Context: an optimization exercise on an open-source flow, tuned for small area. The choices shown serve that exercise and are no tape-out recipe.
At most, simulation tests tie the RTL to the original design; equivalence was not proved.
No driver is modelled on the clock port, so clocking that relies on it looks cheaper here than on a real chip.
No activity file was given, so power comes from the tool's default toggle rates.

==> module uart_fifo, before the edit <==
module uart_fifo(
    input clk,
    input reset,
    input uart_rx,
    output uart_tx,
    output [7:0] led
);
    function [3:0] db;
        input [3:0] q;
        db = {q[2:0], q[3] ^ q[2] ^ (q[2:0] == 3'd0)};
    endfunction
    reg ract;
    reg [3:0] ul, uh;
    reg sb;
    reg fwr;
    wire rsmp = ract & (ul == 4'd8);
    wire rend = rsmp & ~uh[3] & ~uh[0];     
    wire rrdy = sb & ~ract;
    always @(posedge clk or posedge reset) begin
        if (reset) begin
            ract <= 1'b0;
            sb <= 1'b0;
            fwr <= 1'b0;
        end else begin
            fwr <= rrdy;
            if (!ract) ract <= ~uart_rx;
            else if (rend) ract <= 1'b0;
            if (rsmp) sb <= uart_rx | rend;
            else if (!ract) sb <= 1'b0;
        end
    end
    always @(posedge clk) begin
        ul <= ract ? db(ul) : 4'd0;
        uh <= ract ? uh + {3'd0, ul == 4'd8} : 4'd7;
    end
    reg cnt;
    reg [3:0] pw, pr;
    reg busy;                
    reg [3:0] tlo, th;       
    wire rd = cnt & ~busy;
    reg [7:0] ring [0:15];
    wire [7:0] tap = ring[15];
    wire wbit = ract & uh[3] & (pw == 4'd15);
    wire trot;
    wire [7:0] rin = (wbit | trot) ? {wbit ? sb : tap[0], tap[7:1]} : tap;
    integer i;
    always @(posedge clk) begin
        ring[0] <= rin;
        for (i = 1; i < 16; i = i + 1) ring[i] <= ring[i-1];
    end
    always @(posedge clk or posedge reset) begin
        if (reset) begin
            cnt <= 1'b0;
            pw <= 4'd0;
            pr <= 4'd0;
        end else begin
            cnt <= ~rd & (cnt | fwr);
            pw <= pw + 4'd1 + {3'd0, fwr};
            pr <= pr + 4'd1 + {3'd0, rd};
        end
    end
    reg [7:0] nxt;
    wire fwin = busy & ~th[3] & th[1] & ~(th[0] & (tlo == 4'd8));
    wire fetch = fwin & (pr == 4'd15);
    wire cap = wbit & ~cnt & (pr == 4'd15);    
    always @(posedge clk) begin
        if (fetch | cap) nxt <= rin;
    end
    reg [7:0] dout;
    always @(posedge clk or posedge reset) begin
        if (reset) dout <= 8'd0;
        else if (rd) dout <= nxt;
    end
    reg flag;                
    reg pre;                 
    reg tx;
    always @(posedge clk or posedge reset) begin
        if (reset) busy <= 1'b0;
        else busy <= rd | (busy & ~(~th[3] & ~th[1] & (tlo == 4'd8)));
    end
    always @(posedge clk) begin
        tlo <= rd ? 4'd8 : db(tlo);
        th <= rd ? 4'd6 : th + {3'd0, tlo == 4'd8};
    end
    wire tslot = (pw == {3'd0, flag});
    assign trot = tslot & busy & th[3];
    wire nb = tslot ? tap[0] : pre;
    always @(posedge clk) begin
        if (busy & ~th[3] & th[1] & ~th[0]) flag <= 1'b0;
        else if (fwr) flag <= 1'b1;
        pre <= nb;
    end
    always @(posedge clk or posedge reset) begin
        if (reset) tx <= 1'b1;
        else if (busy & (tlo == 4'd8) & (th[3] | ~th[1] | th[0]))
            tx <= (~th[3] & th[0]) ? 1'b0 : (~th[3] & ~th[1]) ? 1'b1 : nb;
    end
    assign uart_tx = tx;
    assign led = dout;
endmodule
==> flow/config.mk <==
export PLATFORM = sky130hd
export DESIGN_NAME = uart_fifo
export DESIGN_NICKNAME = uart_fifo
export VERILOG_FILES = /design/flow/design.v
export SDC_FILE = /design/flow/constraint.sdc
export NUM_CORES = 4
export LEC_CHECK = 0
export CAP_MARGIN = 20
export CORE_MARGIN = 2
export CORE_UTILIZATION = 60
export SLEW_MARGIN = 20
==> flow/constraint.sdc <==
create_clock -name core_clock -period 10.0 [get_ports {clk}]
set_input_delay 2.0000 -clock core_clock [delete_from_list [all_inputs] [get_ports {clk}]]
set_output_delay 2.0000 -clock core_clock [all_outputs]
set_load 0.01 [all_outputs]
standard.sh (not shown) runs the stock make flow with config.mk's settings and CLKGATE_MAP_FILE= SYNTH_SCRIPT=/design/flow/synth_recipe.tcl, a recipe that flattens the netlist after the stock synthesis.
==> flow/flow/run.sh <==
#!/bin/bash
# Standard layout, except:
# - the clock tree is built by flow/clock_tree.tcl before CTS (a root buffer
#   and one clkbuf_16 per region of registers); CTS then skips its nets;
# - ports are buffered with buf_1;
# - after global routing, gates off the critical paths are downsized
#   (ORFS's power recovery, on all paths).
set -o pipefail
export PRE_CTS_TCL="$PWD/flow/clock_tree.tcl"
export BUFFER_PORTS_ARGS="-buffer_cell sky130_fd_sc_hd__buf_1"
export RECOVER_POWER=100
bash standard.sh > standard.log 2>&1
Other scripts of this flow, unchanged in this note and not shown: flow/flow/clock_tree.tcl
==> next run, changes <==
--- a/flow/design.v
+++ b/flow/design.v
@@ -12,13 +12,13 @@
     endfunction
     reg ract;
     reg [3:0] ul, uh;
     reg sb;
     reg fwr;
     wire rsmp = ract & (ul == 4'd8);
-    wire rend = rsmp & ~uh[3] & ~uh[0];     
+    wire rend = rsmp & (uh == 4'd0);
     wire rrdy = sb & ~ract;
     always @(posedge clk or posedge reset) begin
         if (reset) begin
             ract <= 1'b0;
             sb <= 1'b0;
             fwr <= 1'b0;
@@ -58,13 +58,13 @@
             cnt <= ~rd & (cnt | fwr);
             pw <= pw + 4'd1 + {3'd0, fwr};
             pr <= pr + 4'd1 + {3'd0, rd};
         end
     end
     reg [7:0] nxt;
-    wire fwin = busy & ~th[3] & th[1] & ~(th[0] & (tlo == 4'd8));
+    wire fwin = busy & ~th[3] & ~(th[1] & th[0]) & ~(th[1] & (tlo == 4'd8));
     wire fetch = fwin & (pr == 4'd15);
     wire cap = wbit & ~cnt & (pr == 4'd15);    
     always @(posedge clk) begin
         if (fetch | cap) nxt <= rin;
     end
     reg [7:0] dout;
@@ -74,28 +74,28 @@
     end
     reg flag;                
     reg pre;                 
     reg tx;
     always @(posedge clk or posedge reset) begin
         if (reset) busy <= 1'b0;
-        else busy <= rd | (busy & ~(~th[3] & ~th[1] & (tlo == 4'd8)));
+        else busy <= rd | (busy & ~((th == 4'd15) & (tlo == 4'd8)));
     end
     always @(posedge clk) begin
         tlo <= rd ? 4'd8 : db(tlo);
-        th <= rd ? 4'd6 : th + {3'd0, tlo == 4'd8};
+        th <= rd ? 4'd5 : th + {3'd0, tlo == 4'd8};
     end
     wire tslot = (pw == {3'd0, flag});
-    assign trot = tslot & busy & th[3];
+    assign trot = tslot & busy & ((th[3] & ~(th[2] & th[1] & th[0])) | (th == 4'd7));
     wire nb = tslot ? tap[0] : pre;
     always @(posedge clk) begin
-        if (busy & ~th[3] & th[1] & ~th[0]) flag <= 1'b0;
+        if (busy & ~th[3] & ~th[1]) flag <= 1'b0;
         else if (fwr) flag <= 1'b1;
         pre <= nb;
     end
     always @(posedge clk or posedge reset) begin
         if (reset) tx <= 1'b1;
-        else if (busy & (tlo == 4'd8) & (th[3] | ~th[1] | th[0]))
-            tx <= (~th[3] & th[0]) ? 1'b0 : (~th[3] & ~th[1]) ? 1'b1 : nb;
+        else if (busy & (tlo == 4'd8) & (th[3] | th[1]))
+            tx <= (~th[3] & ~th[0]) ? 1'b0 : (th == 4'd15) ? 1'b1 : nb;
     end
     assign uart_tx = tx;
     assign led = dout;
 endmodule
- worst hold slack is about the same
- power is lower by a quarter to a third
- sequential power drops by about a fifth
- register-to-register slack gets better by 120 ps
- first-iteration DRC count drops by well over a third
- cell area rose slightly
- critical path depth does not change
- routed wire length falls by a few percent
Function not checked in the second run of this note: the RTL went through the layout flow alone.

========
The RTL this note starts from:
==> flow/design.v <==
`timescale 1ns / 1ps
module uart_fifo(
    input clk,
    input reset,
    input uart_rx,
    output uart_tx,
    output [7:0] led
);
    function [3:0] db;
        input [3:0] q;
        db = {q[2:0], q[3] ^ q[2] ^ (q[2:0] == 3'd0)};
    endfunction
    reg ract;
    reg [3:0] ul, uh;
    reg sb;
    reg fwr;
    wire rsmp = ract & (ul == 4'd8);
    wire rend = rsmp & (uh == 4'd0);
    wire rrdy = sb & ~ract;
    always @(posedge clk or posedge reset) begin
        if (reset) begin
            ract <= 1'b0;
            sb <= 1'b0;
            fwr <= 1'b0;
        end else begin
            fwr <= rrdy;
            if (!ract) ract <= ~uart_rx;
            else if (rend) ract <= 1'b0;
            if (rsmp) sb <= uart_rx | rend;
            else if (!ract) sb <= 1'b0;
        end
    end
    always @(posedge clk) begin
        ul <= ract ? db(ul) : 4'd0;
        uh <= ract ? uh + {3'd0, ul == 4'd8} : 4'd7;
    end
    reg cnt;
    reg [3:0] pw, pr;
    reg busy;                
    reg [3:0] tlo, th;       
    wire rd = cnt & ~busy;
    reg [7:0] ring [0:15];
    wire [7:0] tap = ring[15];
    wire wbit = ract & uh[3] & (pw == 4'd15);
    wire trot;
    wire [7:0] rin = (wbit | trot) ? {wbit ? sb : tap[0], tap[7:1]} : tap;
    integer i;
    always @(posedge clk) begin
        ring[0] <= rin;
        for (i = 1; i < 16; i = i + 1) ring[i] <= ring[i-1];
    end
    always @(posedge clk or posedge reset) begin
        if (reset) begin
            cnt <= 1'b0;
            pw <= 4'd0;
            pr <= 4'd0;
        end else begin
            cnt <= ~rd & (cnt | fwr);
            pw <= pw + 4'd1 + {3'd0, fwr};
            pr <= pr + 4'd1 + {3'd0, rd};
        end
    end
    reg [7:0] nxt;
    wire fwin = busy & ~th[3] & ~(th[1] & th[0]) & ~(th[1] & (tlo == 4'd8));
    wire fetch = fwin & (pr == 4'd15);
    wire cap = wbit & ~cnt & (pw == pr);
    always @(posedge clk) begin
        if (fetch | cap) nxt <= rin;
    end
    reg [7:0] dout;
    always @(posedge clk or posedge reset) begin
        if (reset) dout <= 8'd0;
        else if (rd) dout <= nxt;
    end
    reg flag;                
    reg pre;                 
    reg tx;
    always @(posedge clk or posedge reset) begin
        if (reset) busy <= 1'b0;
        else busy <= rd | (busy & ~((th == 4'd15) & (tlo == 4'd8)));
    end
    always @(posedge clk) begin
        tlo <= rd ? 4'd8 : db(tlo);
        th <= rd ? 4'd5 : th + {3'd0, tlo == 4'd8};
    end
    wire tslot = (pw == {3'd0, flag});
    assign trot = tslot & busy & ((th[3] & ~(th[2] & th[1] & th[0])) | (th == 4'd7));
    wire nb = tslot ? tap[0] : pre;
    always @(posedge clk) begin
        if (busy & ~th[3] & ~th[1]) flag <= 1'b0;
        else if (fwr) flag <= 1'b1;
        pre <= nb;
    end
    always @(posedge clk or posedge reset) begin
        if (reset) tx <= 1'b1;
        else if (busy & (tlo == 4'd8) & (th[3] | th[1]))
            tx <= (~th[3] & ~th[0]) ? 1'b0 : (th == 4'd15) ? 1'b1 : nb;
    end
    assign uart_tx = tx;
    assign led = dout;
endmodule
clock: 10.0 ns
lec_check: 0
cap_margin: 20
core_margin: 2
core_utilization: 60
slew_margin: 20
==> flow/flow/clock_tree.tcl <==
# A two-level clock tree, built before CTS: the clock port drives one root
# buffer, which drives NLEAF leaf buffers, each driving the registers of one
# region of the placement (found by recursive bisection at the median, along
# the longer side). CTS is then told to skip these nets.
set nleaf 5
set leafcell sky130_fd_sc_hd__clkbuf_16
set rootcell sky130_fd_sc_hd__clkbuf_4
set block [ord::get_db_block]
set db [ord::get_db]
set clknet [$block findNet clk]
set sinks {}
foreach it [$clknet getITerms] {
  set loc [[$it getInst] getLocation]
  lappend sinks [list $it [lindex $loc 0] [lindex $loc 1]]
}
proc bisect {items n} {
  if {$n <= 1 || [llength $items] <= 1} { return [list $items] }
  set xs [lsort -integer [lmap i $items {lindex $i 1}]]
  set ys [lsort -integer [lmap i $items {lindex $i 2}]]
  set dx [expr {[lindex $xs end] - [lindex $xs 0]}]
  set dy [expr {[lindex $ys end] - [lindex $ys 0]}]
  set key [expr {$dx >= $dy ? 1 : 2}]
  set s [lsort -integer -index $key $items]
  set n1 [expr {$n / 2}]
  set k [expr {([llength $s] * $n1) / $n}]
  return [concat [bisect [lrange $s 0 [expr {$k-1}]] $n1] [bisect [lrange $s $k end] [expr {$n - $n1}]]]
}
set groups [bisect $sinks $nleaf]
set rootnet [odb::dbNet_create $block "clkroot_net"]
$rootnet setSigType CLOCK
set skip [list clk clkroot_net]
set gi 0; set rx 0; set ry 0
foreach g $groups {
  set sx 0; set sy 0
  foreach i $g { incr sx [lindex $i 1]; incr sy [lindex $i 2] }
  set cx [expr {$sx / [llength $g]}]; set cy [expr {$sy / [llength $g]}]
  set buf [odb::dbInst_create $block [$db findMaster $leafcell] "clkleaf_$gi"]
  set net [odb::dbNet_create $block "clkleaf_net_$gi"]
  $net setSigType CLOCK
  foreach i $g {
    set it [lindex $i 0]
    $it disconnect
    $it connect $net
  }
  [$buf findITerm A] connect $rootnet
  [$buf findITerm X] connect $net
  $buf setLocation $cx $cy
  $buf setPlacementStatus PLACED
  lappend skip "clkleaf_net_$gi"
  puts "clkleaf_$gi: [llength $g] sinks at $cx $cy"
  incr rx $cx; incr ry $cy
  incr gi
}
set root [odb::dbInst_create $block [$db findMaster $rootcell] "clkroot"]
[$root findITerm A] connect $clknet
[$root findITerm X] connect $rootnet
$root setLocation [expr {$rx / $gi}] [expr {$ry / $gi}]
$root setPlacementStatus PLACED
set_cts_config -skip_nets $skip
Scripts as last shown in full above: flow/flow/run.sh
The first run completed without violations.
Then changed:
==> flow/design.v (replaced) <==
`timescale 1ns / 1ps
module uart_fifo(
    input clk,
    input reset,
    input uart_rx,
    output uart_tx,
    output [7:0] led
);
    reg ract;
    reg [7:0] u;
    reg sb;
    reg fwr;
    wire rsmp = ract & (u[3:0] == 4'd15);
    wire rend = ract & (u == 8'h0f);
    wire rrdy = sb & ~ract;
    always @(posedge clk or posedge reset) begin
        if (reset) begin
            ract <= 1'b0;
            sb <= 1'b0;
            fwr <= 1'b0;
        end else begin
            fwr <= rrdy;
            if (!ract) ract <= ~uart_rx;
            else if (rend) ract <= 1'b0;
            if (rsmp) sb <= uart_rx | rend;
            else if (!ract) sb <= 1'b0;
        end
    end
    always @(posedge clk) begin
        u <= ract ? u + 8'd1 : 8'h70;
    end
    reg cnt;
    reg [3:0] pw, pr;
    reg busy;                
    reg [7:0] tl;
    wire rd = cnt & ~busy;
    reg [7:0] ring [0:15];
    wire [7:0] tap = ring[15];
    wire wbit = ract & u[7] & (pw == 4'd15);
    wire trot;
    wire [7:0] rin = (wbit | trot) ? {wbit ? sb : tap[0], tap[7:1]} : tap;
    integer i;
    always @(posedge clk) begin
        ring[0] <= rin;
        for (i = 1; i < 16; i = i + 1) ring[i] <= ring[i-1];
    end
    always @(posedge clk or posedge reset) begin
        if (reset) begin
            cnt <= 1'b0;
            pw <= 4'd0;
            pr <= 4'd0;
        end else begin
            cnt <= ~rd & (cnt | fwr);
            pw <= pw + 4'd1 + {3'd0, fwr};
            pr <= pr + 4'd1 + {3'd0, rd};
        end
    end
    reg [7:0] nxt;
    wire fwin = busy & ~tl[7] & ~(tl[5] & tl[4]) & ~(tl[5] & (tl[3:0] == 4'd15));
    wire fetch = fwin & (pr == 4'd15);
    wire cap = wbit & ~cnt & (pw == pr);
    always @(posedge clk) begin
        if (fetch | cap) nxt <= rin;
    end
    reg [7:0] dout;
    always @(posedge clk or posedge reset) begin
        if (reset) dout <= 8'd0;
        else if (rd) dout <= nxt;
    end
    reg flag;                
    reg pre;                 
    reg tx;
    wire [8:0] tl1 = {1'b0, tl} + 9'd1;
    always @(posedge clk or posedge reset) begin
        if (reset) busy <= 1'b0;
        else busy <= rd | (busy & ~tl1[8]);
    end
    always @(posedge clk) tl <= rd ? 8'h5f : tl1[7:0];
    wire tslot = (pw == {3'd0, flag});
    assign trot = tslot & busy & ((tl[7] & ~(tl[6] & tl[5] & tl[4])) | (tl[7:4] == 4'd7));
    wire nb = tslot ? tap[0] : pre;
    always @(posedge clk) begin
        if (busy & ~tl[7] & ~tl[5]) flag <= 1'b0;
        else if (fwr) flag <= 1'b1;
        pre <= nb;
    end
    always @(posedge clk or posedge reset) begin
        if (reset) tx <= 1'b1;
        else if (busy & (tl[3:0] == 4'd15) & (tl[7] | tl[5]))
            tx <= (~tl[7] & ~tl[4]) ? 1'b0 : (tl[7:4] == 4'd15) ? 1'b1 : nb;
    end
    assign uart_tx = tx;
    assign led = dout;
endmodule
Wire length is lower slightly. Final area is about the same. Final cell count increases slightly. Global-route usage shrinks by 0.53 points. Fmax grows slightly.
For the second run of this note, only the layout was checked, not whether the RTL still works.

[port drivers added, routing unchanged]
Ports are ideal in the flow. The routed layouts listed here were re-timed in OpenROAD. Step 1 assumes that a clkbuf_16 drives the clock port and a buf_2 every other input. Step 2 also shifts input and output timing later by t, the mid clock arrival at the registers, as if the neighbouring blocks saw the same clock. Slacks: ideal / step 1 / step 2; pairs: ideal / step 1.
run	t (ns)	setup slack, ns	worst register clock-pin slew, ns
the first run of note 1	0.491	6.814 / 6.785 / 7.277	0.12 / 0.12
the second run of note 1	0.495	6.842 / 6.814 / 7.309	0.12 / 0.12
the first run of note 2	0.488	6.829 / 6.803 / 7.291	0.12 / 0.12
the second run of note 2	0.478	6.844 / 6.819 / 7.297	0.12 / 0.12
After both steps every run listed still meets setup and hold.
